This is an optimization exercise on Yosys and OpenROAD, whose aim is small area and a short achievable clock period, not a production implementation. Function was not checked in any run shown here: the RTL went through the layout flow alone. Power is estimated from default activity; no workload was simulated.

==> flow/design.v, too long to show whole: its modules and the start of the top module <==
// module top: 1385 lines
module top (
  input         clk,
  input         rst,
  input  [31:0] a,
  input  [31:0] b,
  output [67:0] y
);
  // ...
==> flow/flow/run.sh <==
#!/bin/bash
# Own layout flow: the standard flow, with two changes.
#  1. After the standard synthesis, polarity.py removes inverters around the full adders
#     and orders each full adder's inputs by arrival time (a netlist rewrite that keeps
#     every register and the logic function).
#  2. Input ports get buf_4 buffers (each drives 16 gates) and output ports buf_1
#     buffers, instead of the default delay-buffer cells.
# Each tool's output goes to a log file of its own in this folder.
set -euo pipefail
here=$(pwd)
R=$here/orfs/results/$FLOW_PLATFORM/top/base
bash standard.sh "$R/1_2_yosys.v" > synth.log 2>&1
cp "$R/1_2_yosys.v" "$here/1_2_yosys.std.v"
python3 flow/polarity.py "$here/1_2_yosys.std.v" "$R/1_2_yosys.v" > polarity.log 2>&1
export BUFFER_PORTS_ARGS="-inputs -buffer_cell sky130_fd_sc_hd__buf_4"
export POST_GLOBAL_PLACE_TCL="$here/flow/outbuf.tcl"
bash standard.sh > layout.log 2>&1
==> flow/flow/outbuf.tcl <==
# Buffer the output ports (the input ports were buffered before global placement).
buffer_ports -outputs -buffer_cell sky130_fd_sc_hd__buf_1
==> flow/flow/polarity.py <==
#!/usr/bin/env python3
"""Remove inverters around full adders in a flat sky130hd netlist from Yosys.

A full adder is self-dual: inverting its three inputs inverts both outputs. Yosys's
full-adder extraction often leaves an inverter between two adders. For each full adder
this pass checks whether computing it on inverted inputs (and so giving inverted outputs)
needs fewer inverters, counting AND2<->NAND2 swaps of single-load partial products, and
rewires it when the cell area goes down. The logic function of every register input and
output port is unchanged. Usage: polarity.py IN.v OUT.v"""
import re, sys
from collections import defaultdict

P = 'sky130_fd_sc_hd__'
AREA = {'inv': 3.7536, 'and2': 6.256, 'nand2': 3.7536}
OUTPINS = {'X', 'Y', 'Q', 'Q_N', 'COUT', 'SUM', 'HI', 'LO'}

src = open(sys.argv[1]).read()
m = re.search(r'^module\s+(\w+)\s*\(', src, re.M)
start = m.start()
endm = src.index('endmodule', start)
body = src[start:endm]
pre, post = src[:start], src[endm:]

decl_lines, ports = [], set()
cells = {}          # name -> [type, {pin: net}]
order = []
cell_re = re.compile(r'^\s*(\S+)\s+(\S+)\s*\((.*?)\);', re.S | re.M)
pin_re = re.compile(r'\.(\w+)\s*\(\s*(.*?)\s*\)\s*(?:,|$)', re.S)
header_end = body.index(';') + 1
header = body[:header_end]
rest = body[header_end:]
pos = 0
for st in re.finditer(r'[^;]*;', rest, re.S):
    s = st.group(0).strip()
    if not s:
        continue
    if re.match(r'(input|output|inout)\b', s):
        decl_lines.append(s)
        for nm in re.findall(r'([\\\w][^\s,;]*)\s*(?=[,;]|$)', s.split(']')[-1] if ']' in s else s[len(s.split()[0]):]):
            ports.add(nm.strip())
        continue
    if re.match(r'wire\b', s):
        w = re.match(r'wire\s+(\[[^\]]*\]\s*)?(.*);', s, re.S)
        nm = w.group(2).strip()
        if nm in ports:
            decl_lines.append(s)
        continue
    if s.startswith('assign'):
        raise SystemExit('polarity.py: unexpected assign: ' + s[:80])
    mm = re.match(r'(\S+)\s+(\\\S+\s|\S+)\s*\((.*)\)\s*;', s, re.S)
    if not mm:
        raise SystemExit('polarity.py: cannot parse: ' + s[:120])
    typ, name, pins = mm.group(1), mm.group(2).strip(), mm.group(3)
    pd = {}
    for pm in re.finditer(r'\.(\w+)\s*\(\s*((?:\\\S+\s)|[^()]*?)\s*\)', pins):
        pd[pm.group(1)] = pm.group(2).strip()
    cells[name] = [typ, pd]
    order.append(name)

def base(t):
    return t[len(P):].rsplit('_', 1)[0] if t.startswith(P) else t

def is_port_net(n):
    return n.split('[')[0] in ports or n in ports

drv, loads = {}, defaultdict(set)
def rebuild():
    drv.clear(); loads.clear()
    for c, (t, pd) in cells.items():
        for p, n in pd.items():
            if p in OUTPINS:
                drv[n] = (c, p)
            else:
                loads[n].add((c, p))
rebuild()

cnt = [0]
def newnet():
    cnt[0] += 1
    return f'_pol{cnt[0]}_'
def newcell():
    cnt[0] += 1
    return f'_polc{cnt[0]}_'

def connect(c, p, n):
    old = cells[c][1][p]
    if p in OUTPINS:
        if drv.get(old) == (c, p):
            del drv[old]
        drv[n] = (c, p)
    else:
        loads[old].discard((c, p))
        loads[n].add((c, p))
    cells[c][1][p] = n

def add_inv(a, y):
    c = newcell()
    cells[c] = [P + 'inv_1', {'A': a, 'Y': y}]
    order.append(c)
    drv[y] = (c, 'Y'); loads[a].add((c, 'A'))
    return c

def del_cell(c):
    t, pd = cells.pop(c)
    for p, n in pd.items():
        if p in OUTPINS:
            if drv.get(n) == (c, p):
                del drv[n]
        else:
            loads[n].discard((c, p))

def inv_loads(n):
    return [c for (c, p) in loads[n] if base(cells[c][0]) in ('inv', 'clkinv')]

def plan_input(n, fa):
    """cost and action to get ~n at one input of fa"""
    d = drv.get(n)
    if d and base(cells[d[0]][0]) in ('inv', 'clkinv'):
        m = cells[d[0]][1]['A']
        others = [l for l in loads[n] if l[0] != fa]
        cost = -AREA['inv'] if not others and not is_port_net(n) else 0.0
        return cost, ('use', m, d[0] if cost else None)
    il = inv_loads(n)
    if il:
        return 0.0, ('use', cells[il[0]][1]['Y'], None)
    if d and not is_port_net(n) and len(loads[n]) == 1:
        b = base(cells[d[0]][0])
        if b == 'and2':
            return AREA['nand2'] - AREA['and2'], ('swap', d[0], 'nand2')
        if b == 'nand2':
            return AREA['and2'] - AREA['nand2'], ('swap', d[0], 'and2')
    return AREA['inv'], ('newinv', n)

def plan_output(o):
    il = [c for c in inv_loads(o) if not is_port_net(cells[c][1]['Y'])]
    pil = [c for c in inv_loads(o) if is_port_net(cells[c][1]['Y'])]
    if len(pil) > 1:
        return None
    invs = pil + il
    rest = [l for l in loads[o] if l[0] not in invs]
    cost = -AREA['inv'] * len(invs)
    if rest or is_port_net(o) or not invs:
        cost += AREA['inv']
    return cost

def flip(fa):
    t, pd = cells[fa]
    for p in ('A', 'B', 'CIN'):
        n = pd[p]
        cost, act = plan_input(n, fa)
        if act[0] == 'use':
            connect(fa, p, act[1])
            if act[2] and not loads[n]:
                del_cell(act[2])
        elif act[0] == 'swap':
            dc = act[1]
            dt, dpd = cells[dc]
            op = 'X' if 'X' in dpd else 'Y'
            out = dpd.pop(op)
            del drv[out]
            np_ = 'Y' if act[2] == 'nand2' else 'X'
            dpd[np_] = out
            drv[out] = (dc, np_)
            cells[dc][0] = P + act[2] + '_1'
        else:
            m = newnet()
            add_inv(n, m)
            connect(fa, p, m)
    for p in ('SUM', 'COUT'):
        o = pd[p]
        il = inv_loads(o)
        pil = [c for c in il if is_port_net(cells[c][1]['Y'])]
        il = pil + [c for c in il if c not in pil]
        if il:
            target = cells[il[0]][1]['Y']
            del_cell(il[0])
            for c in il[1:]:
                q = cells[c][1]['Y']
                del_cell(c)
                for (lc, lp) in list(loads[q]):
                    connect(lc, lp, target)
            connect(fa, p, target)
            if loads[o] or is_port_net(o):
                add_inv(target, o)
        else:
            m = newnet()
            connect(fa, p, m)
            add_inv(m, o)

def area():
    a = 0
    for t, _ in cells.values():
        b = base(t)
        if b in AREA:
            a += AREA[b]
    return a

a0 = area()
for it in range(30):
    changed = 0
    for fa in list(order):
        if fa not in cells or base(cells[fa][0]) != 'fa':
            continue
        pd = cells[fa][1]
        cost = 0.0
        ok = True
        seen = set()
        for p in ('A', 'B', 'CIN'):
            n = pd[p]
            c, act = plan_input(n, fa)
            if n in seen:
                ok = False
            seen.add(n)
            cost += c
        for p in ('SUM', 'COUT'):
            c = plan_output(pd[p])
            if c is None:
                ok = False
                break
            cost += c
        if ok and cost < -0.5:
            flip(fa)
            changed += 1
    if not changed:
        break
order = [c for c in order if c in cells]

# Timing-driven input order of the full adders: the latest input goes to CIN, the fastest
# pin, and the earliest to A, the slowest. Arrival times come from a rough delay model.
FA_D = {'A': (0.60, 0.48), 'B': (0.57, 0.46), 'CIN': (0.55, 0.43)}   # (SUM, COUT)
def cell_delay(t):
    b = base(t)
    return {'inv': 0.10, 'clkinv': 0.10, 'nand2': 0.13, 'nor2': 0.15, 'ha': 0.35,
            'buf': 0.15, 'clkbuf': 0.15}.get(b, 0.20)
rebuild()
arr = {}
SEQ = ('df', 'sdf', 'edf')
def arrival(n, stack=0):
    if n in arr:
        return arr[n]
    d = drv.get(n)
    if d is None:
        arr[n] = 0.4
        return 0.4
    c, p = d
    t, pd = cells[c]
    b = base(t)
    if b.startswith(SEQ) or b in ('conb',):
        arr[n] = 0.4
        return 0.4
    ins = [pd[q] for q in pd if q not in OUTPINS]
    if b == 'fa':
        ats = {q: arrival(pd[q], stack + 1) for q in ('A', 'B', 'CIN')}
        res = {}
        for q in ('A', 'B', 'CIN'):
            res[q] = ats[q]
        su = max(res[q] + FA_D[q][0] for q in res)
        co = max(res[q] + FA_D[q][1] for q in res)
        arr[pd['SUM']] = su
        arr[pd['COUT']] = co
        return arr[n]
    a = max([arrival(x, stack + 1) for x in ins] or [0.0]) + cell_delay(t)
    for q in pd:
        if q in OUTPINS:
            arr[pd[q]] = a
    return a
import sys as _s
_s.setrecursionlimit(100000)
swaps = 0
def fa_topo():
    seen, out = set(), []
    def visit(c):
        if c in seen:
            return
        seen.add(c)
        t, pd = cells[c]
        if not base(t).startswith(SEQ):
            for q, n in pd.items():
                if q not in OUTPINS and n in drv:
                    visit(drv[n][0])
        out.append(c)
    for c in list(cells):
        visit(c)
    return out
for c in fa_topo():
    t, pd = cells[c]
    if base(t) == 'fa':
        nets = [pd['A'], pd['B'], pd['CIN']]
        ats = sorted(nets, key=lambda n: arrival(n))
        if ats != nets:
            for q in ('A', 'B', 'CIN'):
                loads[pd[q]].discard((c, q))
            pd['A'], pd['B'], pd['CIN'] = ats
            for q in ('A', 'B', 'CIN'):
                loads[pd[q]].add((c, q))
            swaps += 1
    # recompute this cell's outputs
    for q in pd:
        if q in OUTPINS:
            arr.pop(pd[q], None)
    for q in pd:
        if q in OUTPINS:
            arrival(pd[q])
sys.stderr.write(f'polarity.py: reordered the inputs of {swaps} full adders\n')
a1 = area()
sys.stderr.write(f'polarity.py: {it+1} passes, inv/and2/nand2 area {a0:.1f} -> {a1:.1f}\n')

nets = set()
for c in order:
    for n in cells[c][1].values():
        if not n.startswith("1'") and not is_port_net(n):
            nets.add(n)
out = [pre, header, '\n']
for d in decl_lines:
    out.append('  ' + d + '\n')
for n in sorted(nets):
    out.append(f'  wire {n}{" " if n.startswith(chr(92)) else ""};\n')
for c in order:
    t, pd = cells[c]
    pins = ',\n'.join(f'    .{p}({n}{" " if n.startswith(chr(92)) else ""})' for p, n in pd.items())
    out.append(f'  {t} {c}{" " if c.startswith(chr(92)) else ""} (\n{pins}\n  );\n')
out.append(post)
open(sys.argv[2], 'w').write(''.join(out))
==> flow/standard.sh <==
#!/bin/bash
# synth_recipe.tcl (not shown) runs the flow's synth.tcl, then flattens the netlist and writes it again
# the make line also repeats each setting of config.mk as NAME=value (left out here)
make -C /OpenROAD-flow-scripts/flow DESIGN_CONFIG=/design/flow/config.mk WORK_HOME=/design/flow/orfs CLKGATE_MAP_FILE= SYNTH_SCRIPT=/design/flow/synth_recipe.tcl "${@:-finish}"
==> flow/config.mk <==
export PLATFORM = sky130hd
export DESIGN_NAME = top
export DESIGN_NICKNAME = top
export VERILOG_FILES = /design/flow/design.v
export SDC_FILE = /design/flow/constraint.sdc
export NUM_CORES = 4
export LEC_CHECK = 0
export CAP_MARGIN = 20
export CORE_MARGIN = 2
export CORE_UTILIZATION = 40
export SLEW_MARGIN = 70
==> flow/constraint.sdc <==
create_clock -name core_clock -period 12.0 [get_ports {clk}]
set_input_delay 2.4000 -clock core_clock [delete_from_list [all_inputs] [get_ports {clk}]]
set_output_delay 2.4000 -clock core_clock [all_outputs]
set_load 0.01 [all_outputs]
==> out/qor.yml, run 1 <==
outcome:
  status: "no timing/DRC/antenna violations"
floorplan:
  io_pins: 134
  die-area_um2: 42300
  initial_core_util: 0.408
clock_network:
  cts_tree: "done"
  clockBufferDepth: 2
  path_clk_slew_ns: 0.06
  clkSinkCount: 116
worst_hold_path:
  hold_path.class: "primary input to async pin"
placement:
  placed_cells: 2118
  dp_hpwl_mm: 30.5
  place_area_um2: 17300
  dp_slack_ns: 6.44
detailed_routing:
  num_vias: 11232
  viasPerCell: 5.22
  dr.first_iter.drc_count: 757
  drc: 0
finish:
  buf_share: 0.0441
  final_util: 0.448
  clkCellAreaFrac: 0.0321
  syn2layout_area_growth_pct: 9.89
  signal_buffers: 137
  inv_count: 111
timing:
  fin_setup_tns_ns: 0
  max_clock_freq_mhz: 190
  worstMarginPinSlew_ns: 0.347
  hold_violations: 0
critical_path:
  critPathLaunchType: "flop"
  cp_max_fo: 3
  endpoint: "y[49]"
  cp_cell_sequence: "ha_1, fa_1, ha_1, nand2_2, a221o_1, a311oi_2, xor2_1, buf_1"
  cpPeakStageDelay_ns: 0.41
  crit_path_end_kind: "primary output"
power_and_ir_drop:
  clkPwrFrac: 0.133
  powerClk_mw: 0.514
  switching_share: 0.481
grt:
  grt_pass1_vias: 12454
  grt_use_met2: 0.330
  grt.total_usage: 0.195
  met3_usage: 0.0304
synthesis:
  syn_avg_cell_area_um2: 10.5
==> run 2, diff against run 1 <==
--- a/flow/design.v
+++ b/flow/design.v
@@ -215,18 +215,16 @@
   wire c11_s191, c11_c192;
   assign {c11_c192, c11_s191} = c11_s179 + c11_s181 + c11_s183;
   wire c11_s193, c11_c194;
   assign {c11_c194, c11_s193} = c11_s185 + c11_c170 + c11_s187;
   wire c11_s195, c11_c196;
   assign {c11_c196, c11_s195} = c11_c172 + c11_s189 + c11_s191;
   wire c11_s197, c11_c198;
   assign {c11_c198, c11_s197} = c11_c174 + c11_s193 + c11_s195;
-  wire c11_s199 = c11_c176 ^ c11_s197;
-  wire c11_c200 = c11_c176 & c11_s197;
   wire c11_s201, c11_c202;
   assign {c11_c202, c11_s201} = c11_pp8 + c11_pp15 + c11_pp22;
   wire c11_s203, c11_c204;
   assign {c11_c204, c11_s203} = c11_pp29 + c11_pp36 + c11_pp43;
   wire c11_s205, c11_c206;
   assign {c11_c206, c11_s205} = c11_pp50 + c11_pp57 + c11_pp72;
   wire c11_s207, c11_c208;
   assign {c11_c208, c11_s207} = c11_pp79 + c11_pp86 + c11_pp93;
@@ -241,16 +239,18 @@
   wire c11_s217, c11_c218;
   assign {c11_c218, c11_s217} = c11_s209 + c11_c188 + c11_c190;
   wire c11_s219, c11_c220;
   assign {c11_c220, c11_s219} = c11_s211 + c11_c192 + c11_s213;
   wire c11_s221, c11_c222;
   assign {c11_c222, c11_s221} = c11_s215 + c11_c194 + c11_s217;
   wire c11_s223, c11_c224;
   assign {c11_c224, c11_s223} = c11_c196 + c11_s219 + c11_s221;
+  wire c11_s225 = c11_c198 ^ c11_s223;
+  wire c11_c226 = c11_c198 & c11_s223;
   wire c11_s227, c11_c228;
   assign {c11_c228, c11_s227} = c11_pp16 + c11_pp23 + c11_pp30;
   wire c11_s229, c11_c230;
   assign {c11_c230, c11_s229} = c11_pp37 + c11_pp44 + c11_pp51;
   wire c11_s231, c11_c232;
   assign {c11_c232, c11_s231} = c11_pp58 + c11_pp80 + c11_pp87;
   wire c11_s233, c11_c234;
   assign {c11_c234, c11_s233} = c11_pp94 + c11_pp101 + c11_pp108;
@@ -343,30 +343,30 @@
   wire c11_s329, c11_c330;
   assign {c11_c330, c11_s329} = c11_s325 + c11_c318 + c11_s327;
   wire c11_s331, c11_c332;
   assign {c11_c332, c11_s331} = c11_c320 + c11_s329 + c11_c322;
   wire c11_s333, c11_c334;
   assign {c11_c334, c11_s333} = c11_pp64 + c11_pp128 + c11_c326;
   wire c11_s335, c11_c336;
   assign {c11_c336, c11_s335} = c11_c328 + c11_s333 + c11_c330;
-  wire [6:0] c11_lo337 = {c11_s177, c11_s159, c11_s145, c11_s135, c11_pp73, c11_pp1} + {1'b0, 1'b0, 1'b0, 1'b0, c11_s129, c11_pp65};
-  wire [28:0] c11_d = {c11_s199, c11_c324, c11_c332, c11_c336, c11_c178, c11_s323, c11_s331, c11_s335, c11_c334, c11_lo337[6], c11_lo337[5], c11_lo337[4], c11_lo337[3], c11_lo337[2], c11_lo337[1], c11_lo337[0], c11_c294, c11_s309, c11_c292, c11_c274, c11_s293, c11_c272, c11_s273, c11_c250, c11_s249, c11_c224, c11_s223, c11_c200, c11_c198};
-  wire c11_s225, c11_c226;
-  assign {c11_c226, c11_s225} = c11_r[0] + c11_r[1] + c11_r[2];
-  wire c11_s251 = c11_r[3] ^ c11_r[4];
-  wire c11_c252 = c11_r[3] & c11_r[4];
-  wire c11_s275, c11_c276;
-  assign {c11_c276, c11_s275} = c11_r[5] + c11_r[6] + c11_c252;
+  wire [5:0] c11_lo337 = {c11_s159, c11_s145, c11_s135, c11_pp73, c11_pp1} + {1'b0, 1'b0, 1'b0, c11_s129, c11_pp65};
+  wire [28:0] c11_d = {c11_s225, c11_c324, c11_c332, c11_c336, c11_s177, c11_s323, c11_s331, c11_s335, c11_c334, c11_lo337[5], c11_lo337[4], c11_lo337[3], c11_lo337[2], c11_lo337[1], c11_lo337[0], c11_c294, c11_s309, c11_c292, c11_c274, c11_s293, c11_c272, c11_s273, c11_c250, c11_c226, c11_s249, c11_c224, c11_c178, c11_s197, c11_c176};
+  wire c11_s199, c11_c200;
+  assign {c11_c200, c11_s199} = c11_r[0] + c11_r[1] + c11_r[2];
+  wire c11_s251, c11_c252;
+  assign {c11_c252, c11_s251} = c11_r[3] + c11_r[4] + c11_r[5];
+  wire c11_s275 = c11_r[6] ^ c11_r[7];
+  wire c11_c276 = c11_r[6] & c11_r[7];
   wire c11_s295, c11_c296;
-  assign {c11_c296, c11_s295} = c11_r[7] + c11_r[8] + c11_r[9];
+  assign {c11_c296, c11_s295} = c11_r[8] + c11_r[9] + c11_r[10];
   wire c11_s311, c11_c312;
-  assign {c11_c312, c11_s311} = c11_r[10] + c11_r[11] + c11_r[12];
-  wire [12:0] c11_hs338 = {1'b0, {1'b0, c11_r[20], c11_r[21], c11_r[22], c11_r[23], c11_s311, c11_s295, c11_s275, c11_c226, c11_s225, c11_r[24]}, c11_r[19]} + {1'b0, {1'b0, c11_r[25], c11_r[26], c11_r[27], c11_c312, c11_c296, c11_c276, 1'b0, c11_s251, 1'b0, c11_r[28]}, c11_r[19]};
-  assign y[16:0] = {c11_hs338[11:1], {c11_r[18], c11_r[17], c11_r[16], c11_r[15], c11_r[14], c11_r[13]}};
+  assign {c11_c312, c11_s311} = c11_r[11] + c11_r[12] + c11_r[13];
+  wire [13:0] c11_hs338 = {1'b0, {1'b0, c11_r[20], c11_r[21], c11_r[22], c11_r[23], c11_s311, c11_c276, c11_s275, c11_s251, c11_c200, c11_s199, c11_r[24]}, c11_r[19]} + {1'b0, {1'b0, c11_r[25], c11_r[26], c11_r[27], c11_c312, c11_c296, c11_s295, c11_c252, 1'b0, c11_r[28], 1'b0, 1'b0}, c11_r[19]};
+  assign y[16:0] = {c11_hs338[12:1], {c11_r[18], c11_r[17], c11_r[16], c11_r[15], c11_r[14]}};
   wire c12_pp1 = a[0] & b[8];
   wire c12_pp2 = a[0] & b[9];
   wire c12_pp3 = a[0] & b[10];
   wire c12_pp4 = a[0] & b[11];
   wire c12_pp5 = a[0] & b[12];
   wire c12_pp6 = a[0] & b[13];
   wire c12_pp7 = a[0] & b[14];
   wire c12_pp8 = a[0] & b[15];
@@ -555,18 +555,16 @@
   wire c12_s191, c12_c192;
   assign {c12_c192, c12_s191} = c12_s179 + c12_s181 + c12_s183;
   wire c12_s193, c12_c194;
   assign {c12_c194, c12_s193} = c12_s185 + c12_c170 + c12_s187;
   wire c12_s195, c12_c196;
   assign {c12_c196, c12_s195} = c12_c172 + c12_s189 + c12_s191;
   wire c12_s197, c12_c198;
   assign {c12_c198, c12_s197} = c12_c174 + c12_s193 + c12_s195;
-  wire c12_s199 = c12_c176 ^ c12_s197;
-  wire c12_c200 = c12_c176 & c12_s197;
   wire c12_s201, c12_c202;
   assign {c12_c202, c12_s201} = c12_pp8 + c12_pp15 + c12_pp22;
   wire c12_s203, c12_c204;
   assign {c12_c204, c12_s203} = c12_pp29 + c12_pp36 + c12_pp43;
   wire c12_s205, c12_c206;
   assign {c12_c206, c12_s205} = c12_pp50 + c12_pp57 + c12_pp72;
   wire c12_s207, c12_c208;
   assign {c12_c208, c12_s207} = c12_pp79 + c12_pp86 + c12_pp93;
@@ -581,16 +579,18 @@
   wire c12_s217, c12_c218;
   assign {c12_c218, c12_s217} = c12_s209 + c12_c188 + c12_c190;
   wire c12_s219, c12_c220;
   assign {c12_c220, c12_s219} = c12_s211 + c12_c192 + c12_s213;
   wire c12_s221, c12_c222;
   assign {c12_c222, c12_s221} = c12_s215 + c12_c194 + c12_s217;
   wire c12_s223, c12_c224;
   assign {c12_c224, c12_s223} = c12_c196 + c12_s219 + c12_s221;
+  wire c12_s225 = c12_c198 ^ c12_s223;
+  wire c12_c226 = c12_c198 & c12_s223;
   wire c12_s227, c12_c228;
   assign {c12_c228, c12_s227} = c12_pp16 + c12_pp23 + c12_pp30;
   wire c12_s229, c12_c230;
   assign {c12_c230, c12_s229} = c12_pp37 + c12_pp44 + c12_pp51;
   wire c12_s231, c12_c232;
   assign {c12_c232, c12_s231} = c12_pp58 + c12_pp80 + c12_pp87;
   wire c12_s233, c12_c234;
   assign {c12_c234, c12_s233} = c12_pp94 + c12_pp101 + c12_pp108;
@@ -683,30 +683,30 @@
   wire c12_s329, c12_c330;
   assign {c12_c330, c12_s329} = c12_s325 + c12_c318 + c12_s327;
   wire c12_s331, c12_c332;
   assign {c12_c332, c12_s331} = c12_c320 + c12_s329 + c12_c322;
   wire c12_s333, c12_c334;
   assign {c12_c334, c12_s333} = c12_pp64 + c12_pp128 + c12_c326;
   wire c12_s335, c12_c336;
   assign {c12_c336, c12_s335} = c12_c328 + c12_s333 + c12_c330;
-  wire [6:0] c12_lo337 = {c12_s177, c12_s159, c12_s145, c12_s135, c12_pp73, c12_pp1} + {1'b0, 1'b0, 1'b0, 1'b0, c12_s129, c12_pp65};
-  wire [28:0] c12_d = {c12_s199, c12_c324, c12_c332, c12_c336, c12_c178, c12_s323, c12_s331, c12_s335, c12_c334, c12_lo337[6], c12_lo337[5], c12_lo337[4], c12_lo337[3], c12_lo337[2], c12_lo337[1], c12_lo337[0], c12_c294, c12_s309, c12_c292, c12_c274, c12_s293, c12_c272, c12_s273, c12_c250, c12_s249, c12_c224, c12_s223, c12_c200, c12_c198};
-  wire c12_s225, c12_c226;
-  assign {c12_c226, c12_s225} = c12_r[0] + c12_r[1] + c12_r[2];
-  wire c12_s251 = c12_r[3] ^ c12_r[4];
-  wire c12_c252 = c12_r[3] & c12_r[4];
-  wire c12_s275, c12_c276;
-  assign {c12_c276, c12_s275} = c12_r[5] + c12_r[6] + c12_c252;
+  wire [5:0] c12_lo337 = {c12_s159, c12_s145, c12_s135, c12_pp73, c12_pp1} + {1'b0, 1'b0, 1'b0, c12_s129, c12_pp65};
+  wire [28:0] c12_d = {c12_s225, c12_c324, c12_c332, c12_c336, c12_s177, c12_s323, c12_s331, c12_s335, c12_c334, c12_lo337[5], c12_lo337[4], c12_lo337[3], c12_lo337[2], c12_lo337[1], c12_lo337[0], c12_c294, c12_s309, c12_c292, c12_c274, c12_s293, c12_c272, c12_s273, c12_c250, c12_c226, c12_s249, c12_c224, c12_c178, c12_s197, c12_c176};
+  wire c12_s199, c12_c200;
+  assign {c12_c200, c12_s199} = c12_r[0] + c12_r[1] + c12_r[2];
+  wire c12_s251, c12_c252;
+  assign {c12_c252, c12_s251} = c12_r[3] + c12_r[4] + c12_r[5];
+  wire c12_s275 = c12_r[6] ^ c12_r[7];
+  wire c12_c276 = c12_r[6] & c12_r[7];
   wire c12_s295, c12_c296;
-  assign {c12_c296, c12_s295} = c12_r[7] + c12_r[8] + c12_r[9];
+  assign {c12_c296, c12_s295} = c12_r[8] + c12_r[9] + c12_r[10];
   wire c12_s311, c12_c312;
-  assign {c12_c312, c12_s311} = c12_r[10] + c12_r[11] + c12_r[12];
-  wire [12:0] c12_hs338 = {1'b0, {1'b0, c12_r[20], c12_r[21], c12_r[22], c12_r[23], c12_s311, c12_s295, c12_s275, c12_c226, c12_s225, c12_r[24]}, c12_r[19]} + {1'b0, {1'b0, c12_r[25], c12_r[26], c12_r[27], c12_c312, c12_c296, c12_c276, 1'b0, c12_s251, 1'b0, c12_r[28]}, c12_r[19]};
-  assign y[33:17] = {c12_hs338[11:1], {c12_r[18], c12_r[17], c12_r[16], c12_r[15], c12_r[14], c12_r[13]}};
+  assign {c12_c312, c12_s311} = c12_r[11] + c12_r[12] + c12_r[13];
+  wire [13:0] c12_hs338 = {1'b0, {1'b0, c12_r[20], c12_r[21], c12_r[22], c12_r[23], c12_s311, c12_c276, c12_s275, c12_s251, c12_c200, c12_s199, c12_r[24]}, c12_r[19]} + {1'b0, {1'b0, c12_r[25], c12_r[26], c12_r[27], c12_c312, c12_c296, c12_s295, c12_c252, 1'b0, c12_r[28], 1'b0, 1'b0}, c12_r[19]};
+  assign y[33:17] = {c12_hs338[12:1], {c12_r[18], c12_r[17], c12_r[16], c12_r[15], c12_r[14]}};
   wire c21_pp1 = a[16] & b[0];
   wire c21_pp2 = a[16] & b[1];
   wire c21_pp3 = a[16] & b[2];
   wire c21_pp4 = a[16] & b[3];
   wire c21_pp5 = a[16] & b[4];
   wire c21_pp6 = a[16] & b[5];
   wire c21_pp7 = a[16] & b[6];
   wire c21_pp8 = a[16] & b[7];
@@ -895,18 +895,16 @@
   wire c21_s191, c21_c192;
   assign {c21_c192, c21_s191} = c21_s179 + c21_s181 + c21_s183;
   wire c21_s193, c21_c194;
   assign {c21_c194, c21_s193} = c21_s185 + c21_c170 + c21_s187;
   wire c21_s195, c21_c196;
   assign {c21_c196, c21_s195} = c21_c172 + c21_s189 + c21_s191;
   wire c21_s197, c21_c198;
   assign {c21_c198, c21_s197} = c21_c174 + c21_s193 + c21_s195;
-  wire c21_s199 = c21_c176 ^ c21_s197;
-  wire c21_c200 = c21_c176 & c21_s197;
   wire c21_s201, c21_c202;
   assign {c21_c202, c21_s201} = c21_pp8 + c21_pp15 + c21_pp22;
   wire c21_s203, c21_c204;
   assign {c21_c204, c21_s203} = c21_pp29 + c21_pp36 + c21_pp43;
   wire c21_s205, c21_c206;
   assign {c21_c206, c21_s205} = c21_pp50 + c21_pp57 + c21_pp72;
   wire c21_s207, c21_c208;
   assign {c21_c208, c21_s207} = c21_pp79 + c21_pp86 + c21_pp93;
@@ -921,16 +919,18 @@
   wire c21_s217, c21_c218;
   assign {c21_c218, c21_s217} = c21_s209 + c21_c188 + c21_c190;
   wire c21_s219, c21_c220;
   assign {c21_c220, c21_s219} = c21_s211 + c21_c192 + c21_s213;
   wire c21_s221, c21_c222;
   assign {c21_c222, c21_s221} = c21_s215 + c21_c194 + c21_s217;
   wire c21_s223, c21_c224;
   assign {c21_c224, c21_s223} = c21_c196 + c21_s219 + c21_s221;
+  wire c21_s225 = c21_c198 ^ c21_s223;
+  wire c21_c226 = c21_c198 & c21_s223;
   wire c21_s227, c21_c228;
   assign {c21_c228, c21_s227} = c21_pp16 + c21_pp23 + c21_pp30;
   wire c21_s229, c21_c230;
   assign {c21_c230, c21_s229} = c21_pp37 + c21_pp44 + c21_pp51;
   wire c21_s231, c21_c232;
   assign {c21_c232, c21_s231} = c21_pp58 + c21_pp80 + c21_pp87;
   wire c21_s233, c21_c234;
   assign {c21_c234, c21_s233} = c21_pp94 + c21_pp101 + c21_pp108;
@@ -1023,30 +1023,30 @@
   wire c21_s329, c21_c330;
   assign {c21_c330, c21_s329} = c21_s325 + c21_c318 + c21_s327;
   wire c21_s331, c21_c332;
   assign {c21_c332, c21_s331} = c21_c320 + c21_s329 + c21_c322;
   wire c21_s333, c21_c334;
   assign {c21_c334, c21_s333} = c21_pp64 + c21_pp128 + c21_c326;
   wire c21_s335, c21_c336;
   assign {c21_c336, c21_s335} = c21_c328 + c21_s333 + c21_c330;
-  wire [6:0] c21_lo337 = {c21_s177, c21_s159, c21_s145, c21_s135, c21_pp73, c21_pp1} + {1'b0, 1'b0, 1'b0, 1'b0, c21_s129, c21_pp65};
-  wire [28:0] c21_d = {c21_s199, c21_c324, c21_c332, c21_c336, c21_c178, c21_s323, c21_s331, c21_s335, c21_c334, c21_lo337[6], c21_lo337[5], c21_lo337[4], c21_lo337[3], c21_lo337[2], c21_lo337[1], c21_lo337[0], c21_c294, c21_s309, c21_c292, c21_c274, c21_s293, c21_c272, c21_s273, c21_c250, c21_s249, c21_c224, c21_s223, c21_c200, c21_c198};
-  wire c21_s225, c21_c226;
-  assign {c21_c226, c21_s225} = c21_r[0] + c21_r[1] + c21_r[2];
-  wire c21_s251 = c21_r[3] ^ c21_r[4];
-  wire c21_c252 = c21_r[3] & c21_r[4];
-  wire c21_s275, c21_c276;
-  assign {c21_c276, c21_s275} = c21_r[5] + c21_r[6] + c21_c252;
+  wire [5:0] c21_lo337 = {c21_s159, c21_s145, c21_s135, c21_pp73, c21_pp1} + {1'b0, 1'b0, 1'b0, c21_s129, c21_pp65};
+  wire [28:0] c21_d = {c21_s225, c21_c324, c21_c332, c21_c336, c21_s177, c21_s323, c21_s331, c21_s335, c21_c334, c21_lo337[5], c21_lo337[4], c21_lo337[3], c21_lo337[2], c21_lo337[1], c21_lo337[0], c21_c294, c21_s309, c21_c292, c21_c274, c21_s293, c21_c272, c21_s273, c21_c250, c21_c226, c21_s249, c21_c224, c21_c178, c21_s197, c21_c176};
+  wire c21_s199, c21_c200;
+  assign {c21_c200, c21_s199} = c21_r[0] + c21_r[1] + c21_r[2];
+  wire c21_s251, c21_c252;
+  assign {c21_c252, c21_s251} = c21_r[3] + c21_r[4] + c21_r[5];
+  wire c21_s275 = c21_r[6] ^ c21_r[7];
+  wire c21_c276 = c21_r[6] & c21_r[7];
   wire c21_s295, c21_c296;
-  assign {c21_c296, c21_s295} = c21_r[7] + c21_r[8] + c21_r[9];
+  assign {c21_c296, c21_s295} = c21_r[8] + c21_r[9] + c21_r[10];
   wire c21_s311, c21_c312;
-  assign {c21_c312, c21_s311} = c21_r[10] + c21_r[11] + c21_r[12];
-  wire [12:0] c21_hs338 = {1'b0, {1'b0, c21_r[20], c21_r[21], c21_r[22], c21_r[23], c21_s311, c21_s295, c21_s275, c21_c226, c21_s225, c21_r[24]}, c21_r[19]} + {1'b0, {1'b0, c21_r[25], c21_r[26], c21_r[27], c21_c312, c21_c296, c21_c276, 1'b0, c21_s251, 1'b0, c21_r[28]}, c21_r[19]};
-  assign y[50:34] = {c21_hs338[11:1], {c21_r[18], c21_r[17], c21_r[16], c21_r[15], c21_r[14], c21_r[13]}};
+  assign {c21_c312, c21_s311} = c21_r[11] + c21_r[12] + c21_r[13];
+  wire [13:0] c21_hs338 = {1'b0, {1'b0, c21_r[20], c21_r[21], c21_r[22], c21_r[23], c21_s311, c21_c276, c21_s275, c21_s251, c21_c200, c21_s199, c21_r[24]}, c21_r[19]} + {1'b0, {1'b0, c21_r[25], c21_r[26], c21_r[27], c21_c312, c21_c296, c21_s295, c21_c252, 1'b0, c21_r[28], 1'b0, 1'b0}, c21_r[19]};
+  assign y[50:34] = {c21_hs338[12:1], {c21_r[18], c21_r[17], c21_r[16], c21_r[15], c21_r[14]}};
   wire c22_pp1 = a[16] & b[8];
   wire c22_pp2 = a[16] & b[9];
   wire c22_pp3 = a[16] & b[10];
   wire c22_pp4 = a[16] & b[11];
   wire c22_pp5 = a[16] & b[12];
   wire c22_pp6 = a[16] & b[13];
   wire c22_pp7 = a[16] & b[14];
   wire c22_pp8 = a[16] & b[15];
@@ -1235,18 +1235,16 @@
   wire c22_s191, c22_c192;
   assign {c22_c192, c22_s191} = c22_s179 + c22_s181 + c22_s183;
   wire c22_s193, c22_c194;
   assign {c22_c194, c22_s193} = c22_s185 + c22_c170 + c22_s187;
   wire c22_s195, c22_c196;
   assign {c22_c196, c22_s195} = c22_c172 + c22_s189 + c22_s191;
   wire c22_s197, c22_c198;
   assign {c22_c198, c22_s197} = c22_c174 + c22_s193 + c22_s195;
-  wire c22_s199 = c22_c176 ^ c22_s197;
-  wire c22_c200 = c22_c176 & c22_s197;
   wire c22_s201, c22_c202;
   assign {c22_c202, c22_s201} = c22_pp8 + c22_pp15 + c22_pp22;
   wire c22_s203, c22_c204;
   assign {c22_c204, c22_s203} = c22_pp29 + c22_pp36 + c22_pp43;
   wire c22_s205, c22_c206;
   assign {c22_c206, c22_s205} = c22_pp50 + c22_pp57 + c22_pp72;
   wire c22_s207, c22_c208;
   assign {c22_c208, c22_s207} = c22_pp79 + c22_pp86 + c22_pp93;
@@ -1261,16 +1259,18 @@
   wire c22_s217, c22_c218;
   assign {c22_c218, c22_s217} = c22_s209 + c22_c188 + c22_c190;
   wire c22_s219, c22_c220;
   assign {c22_c220, c22_s219} = c22_s211 + c22_c192 + c22_s213;
   wire c22_s221, c22_c222;
   assign {c22_c222, c22_s221} = c22_s215 + c22_c194 + c22_s217;
   wire c22_s223, c22_c224;
   assign {c22_c224, c22_s223} = c22_c196 + c22_s219 + c22_s221;
+  wire c22_s225 = c22_c198 ^ c22_s223;
+  wire c22_c226 = c22_c198 & c22_s223;
   wire c22_s227, c22_c228;
   assign {c22_c228, c22_s227} = c22_pp16 + c22_pp23 + c22_pp30;
   wire c22_s229, c22_c230;
   assign {c22_c230, c22_s229} = c22_pp37 + c22_pp44 + c22_pp51;
   wire c22_s231, c22_c232;
   assign {c22_c232, c22_s231} = c22_pp58 + c22_pp80 + c22_pp87;
   wire c22_s233, c22_c234;
   assign {c22_c234, c22_s233} = c22_pp94 + c22_pp101 + c22_pp108;
@@ -1363,23 +1363,23 @@
   wire c22_s329, c22_c330;
   assign {c22_c330, c22_s329} = c22_s325 + c22_c318 + c22_s327;
   wire c22_s331, c22_c332;
   assign {c22_c332, c22_s331} = c22_c320 + c22_s329 + c22_c322;
   wire c22_s333, c22_c334;
   assign {c22_c334, c22_s333} = c22_pp64 + c22_pp128 + c22_c326;
   wire c22_s335, c22_c336;
   assign {c22_c336, c22_s335} = c22_c328 + c22_s333 + c22_c330;
-  wire [6:0] c22_lo337 = {c22_s177, c22_s159, c22_s145, c22_s135, c22_pp73, c22_pp1} + {1'b0, 1'b0, 1'b0, 1'b0, c22_s129, c22_pp65};
-  wire [28:0] c22_d = {c22_s199, c22_c324, c22_c332, c22_c336, c22_c178, c22_s323, c22_s331, c22_s335, c22_c334, c22_lo337[6], c22_lo337[5], c22_lo337[4], c22_lo337[3], c22_lo337[2], c22_lo337[1], c22_lo337[0], c22_c294, c22_s309, c22_c292, c22_c274, c22_s293, c22_c272, c22_s273, c22_c250, c22_s249, c22_c224, c22_s223, c22_c200, c22_c198};
-  wire c22_s225, c22_c226;
-  assign {c22_c226, c22_s225} = c22_r[0] + c22_r[1] + c22_r[2];
-  wire c22_s251 = c22_r[3] ^ c22_r[4];
-  wire c22_c252 = c22_r[3] & c22_r[4];
-  wire c22_s275, c22_c276;
-  assign {c22_c276, c22_s275} = c22_r[5] + c22_r[6] + c22_c252;
+  wire [5:0] c22_lo337 = {c22_s159, c22_s145, c22_s135, c22_pp73, c22_pp1} + {1'b0, 1'b0, 1'b0, c22_s129, c22_pp65};
+  wire [28:0] c22_d = {c22_s225, c22_c324, c22_c332, c22_c336, c22_s177, c22_s323, c22_s331, c22_s335, c22_c334, c22_lo337[5], c22_lo337[4], c22_lo337[3], c22_lo337[2], c22_lo337[1], c22_lo337[0], c22_c294, c22_s309, c22_c292, c22_c274, c22_s293, c22_c272, c22_s273, c22_c250, c22_c226, c22_s249, c22_c224, c22_c178, c22_s197, c22_c176};
+  wire c22_s199, c22_c200;
+  assign {c22_c200, c22_s199} = c22_r[0] + c22_r[1] + c22_r[2];
+  wire c22_s251, c22_c252;
+  assign {c22_c252, c22_s251} = c22_r[3] + c22_r[4] + c22_r[5];
+  wire c22_s275 = c22_r[6] ^ c22_r[7];
+  wire c22_c276 = c22_r[6] & c22_r[7];
   wire c22_s295, c22_c296;
-  assign {c22_c296, c22_s295} = c22_r[7] + c22_r[8] + c22_r[9];
+  assign {c22_c296, c22_s295} = c22_r[8] + c22_r[9] + c22_r[10];
   wire c22_s311, c22_c312;
-  assign {c22_c312, c22_s311} = c22_r[10] + c22_r[11] + c22_r[12];
-  wire [12:0] c22_hs338 = {1'b0, {1'b0, c22_r[20], c22_r[21], c22_r[22], c22_r[23], c22_s311, c22_s295, c22_s275, c22_c226, c22_s225, c22_r[24]}, c22_r[19]} + {1'b0, {1'b0, c22_r[25], c22_r[26], c22_r[27], c22_c312, c22_c296, c22_c276, 1'b0, c22_s251, 1'b0, c22_r[28]}, c22_r[19]};
-  assign y[67:51] = {c22_hs338[11:1], {c22_r[18], c22_r[17], c22_r[16], c22_r[15], c22_r[14], c22_r[13]}};
+  assign {c22_c312, c22_s311} = c22_r[11] + c22_r[12] + c22_r[13];
+  wire [13:0] c22_hs338 = {1'b0, {1'b0, c22_r[20], c22_r[21], c22_r[22], c22_r[23], c22_s311, c22_c276, c22_s275, c22_s251, c22_c200, c22_s199, c22_r[24]}, c22_r[19]} + {1'b0, {1'b0, c22_r[25], c22_r[26], c22_r[27], c22_c312, c22_c296, c22_s295, c22_c252, 1'b0, c22_r[28], 1'b0, 1'b0}, c22_r[19]};
+  assign y[67:51] = {c22_hs338[12:1], {c22_r[18], c22_r[17], c22_r[16], c22_r[15], c22_r[14]}};
 endmodule
==> run 2 against run 1 <==
Net effect: non-clock buffer count decreased by 2; critical path type unchanged; sequential share of layout area increased by 0.17 points; still clean on timing, DRC and antenna; global-route usage increased by 2.7 points; synthesized area decreased by 2.1%; sequential power increased by 0.6%; highest routed layer unchanged; largest power group unchanged; combinational power increased by 1%; setup slack improved by 0.049 ns.
==> out/qor.yml, run 2 <==
outcome:
  status: "no timing/DRC/antenna violations"  # unchanged
clock_network:
  cts_buffers: 17  # unchanged
  clkSinkCount: 116  # unchanged
  clockBufferDepth: 2  # unchanged
  cts_tree: "done"  # unchanged
  path_clk_slew_ns: 0.06  # about the same
  cts_root_buffer: "clkbuf_16"  # unchanged
  h-tree-depth: 4  # unchanged
  hold_buffers: 0  # unchanged
  cts_setup_buffers: 0  # unchanged
  cts_resized: 0  # unchanged
finish:
  nets: 2084  # was 2144
  syn2layout_area_growth_pct: 11.1  # was 9.89%
  mostFrequentLayoutCells: "nand2_1, fa_1, dfrtp_1, inv_1, buf_1"  # unchanged
  final_util: 0.447  # was 0.448
  layout_commonest_cell: "nand2_1"  # unchanged
  drive_above_1_share: 0.0772  # was 0.0689
  n_antenna_cell: 0  # unchanged
grt:
  grt_pass1_wl_mm: 69.0  # was 63.5 mm
  grt_pass1_vias: 12319  # was 12454
  grt-ovfl-total: 0  # unchanged
  grt.total_usage: 0.222  # was 0.195
  antenna_found_initial: 0  # unchanged
  grt_max_degree: 62  # was 54
detailed_routing:
  viasPerCell: 5.20  # was 5.22
  drc: 0  # unchanged
  drtAntennaViolNets: 0  # unchanged
  wirelength_mm: 41.8  # was 37.5 mm
  dr.first_iter.drc_count: 727  # was 757
  num_vias: 10882  # was 11232
  wl_per_cell_um: 20.0  # was 17.4 µm
  dr.pass1.iters: 5  # unchanged
floorplan:
  initial_core_util: 0.403  # was 0.408
  io_pins: 134  # unchanged
  die_x_um: 204  # was 206 µm
  fp.dieH_um: 204  # was 206 µm
  die-area_um2: 41400  # was 42300 µm²
  coreArea_um2: 39500  # was 39900 µm²
  row_count: 73  # unchanged
power_and_ir_drop:
  power_mw: 3.96  # was 3.88 mW
  powerDensity_nw_per_um2: 224  # was 217 nW/µm²
  power_leakage_nw: 7.10  # was 7.22 nW
  peakVddDrop_mv: 0.127  # was 0.148 mV
synthesis:
  synthesis.area_um2: 15900  # was 16300 µm²
  yosysWarnings: 1  # unchanged
  syn_avg_cell_area_um2: 10.7  # was 10.5 µm²
  syn_nets: 2015  # was 2084
  syn_inst: 1485  # was 1554
critical_path:
  cp_max_fo: 4  # was 3
  critPathLaunchType: "flop"  # unchanged
  crit_required_ns: 9.60  # about the same
  cpPeakStageDelay_ns: 0.45  # was 0.41 ns
  cp_cell_sequence: "fa_2, ha_1, a311oi_1, o311ai_0, a21oi_1, xnor2_1, buf_1"  # was ha_1, fa_1, ha_1, nand2_2, a221o_1, a311oi_2, xor2_1, buf_1
  crit_slowest_cell: "fa_2"  # was a221o_1
  worst_ep_arrival_time_ns: 2.82  # was 2.87 ns
  crit_path_end_kind: "primary output"  # unchanged
  crit_type: "flop to primary output"  # unchanged
timing:
  setup_viol_count_final: 0  # unchanged
  fin_crit_ns: 5.22  # was 5.27 ns
  setup_ws_ns: 6.78  # was 6.73 ns
  slew_headroom: 0.745  # was 0.763
  max_clock_freq_mhz: 192  # was 190 MHz
  worstMarginPinSlew_ns: 0.380  # was 0.347 ns
  grt_setup_unrepaired: "no"  # unchanged
  drv_slew: 0  # unchanged
  fin_setup_tns_ns: 0  # unchanged
  hold_violations: 0  # unchanged
  period_share: 0.435  # was 0.439
  hold_slack_ns: 1.94  # was 1.91 ns
placement:
  portBuffers: 133  # unchanged
  dp_slack_ns: 6.34  # was 6.44 ns
  dp_hpwl_mm: 31.4  # was 30.5 mm
flow_run:
  maxCapViolCount: 0  # unchanged
worst_hold_path:
  hold_path.class: "primary input to async pin"  # unchanged
run 2: layout make-up:
class	instances	area (µm²)
Multi-Input combinational cell	1174	12300
Clock inverter	11	151
Tap cell	525	657
Sequential cell	116	2900
Inverter	110	425
Timing Repair Buffer	135	778
Clock buffer	21	470
Fill cell	3673	21900
run 2: how the worst max path moves through the flow:
stage,startpoint,end,slack [ns],depth (start not counted)
final,c12_r[0]$_DFF_PP0_,y[31],6.78,7
after global routing,c12_r[0]$_DFF_PP0_,y[33],6.58,7
after CTS,c12_r[0]$_DFF_PP0_,y[31],6.64,7
after detailed placement,a[27],c21_r[7]$_DFF_PP0_,6.34,9
after global placement,a[19],c21_r[7]$_DFF_PP0_,6.37,9
after floorplan,a[19],c21_r[7]$_DFF_PP0_,6.51,9
run 2: metal layers:
layer	vias up	track usage	wire length, µm
li1	4657	-	-
met1	5724	0.310	17900
met2	462	0.332	18900
met3	39	0.0770	4260
met4	0	0.0547	678
met5	-	0	0
run 2: worst max-delay path: cells and delay by family, from the launching register on:
kind / cells / cell delay (ns)
AO/OA/AOI/OAI: 3 / 0.84
adder cells (fa/ha/maj): 2 / 0.82
flip-flops: 1 / 0.39
XOR/XNOR: 1 / 0.17
buffers and inverters: 1 / 0.17
run 2: per-stage QoR:
step | cells | cell area [µm²]
6_report | 2092 | 17700
5_1_grt | 2092 | 17700
4_1_cts | 2092 | 17600
3_5_place_dp | 2060 | 17000
3_3_place_gp | 1991 | 16700
2_1_floorplan | 1485 | 15900
run 2: power by group:
group / internal [mW] / switching (mW)
combinational: 1.14 / 1.62
sequential: 0.573 / 0.0763
clock: 0.343 / 0.203
total: 2.06 / 1.90

[separate check: timing with driven ports]
How much do the figures lean on ideal ports? The routed layouts below were timed once more, with nothing changed but the port constraints.
Step 1, drivers: a clkbuf_16 drives clk and a buf_2 each remaining input, both assumed.
Step 2 adds t to the input delays and takes it off the output delays; t is the mean of the earliest and latest rising clock arrival at the registers after step 1. Input paths then give back, and output paths get back, about the clock's delay inside the block.
Slacks: ideal ports / drivers / drivers and shift; pairs: ideal ports / drivers.
| run | shift t [ns] | slack for setup (ns) | worst setup path after step 2 | worst slew at a driven data input, ns |
|---|---|---|---|---|
| run 1 | 0.481 | 6.731 / 6.679 / 6.432 | input to register | 0.08 |
| run 2 | 0.500 | 6.780 / 6.727 / 6.307 | input to register | 0.08 |
After both steps every run listed still meets setup and hold. The setup slack of run 2, which loses most, moves by -0.053 ns with the drivers and by -0.473 ns with both steps.
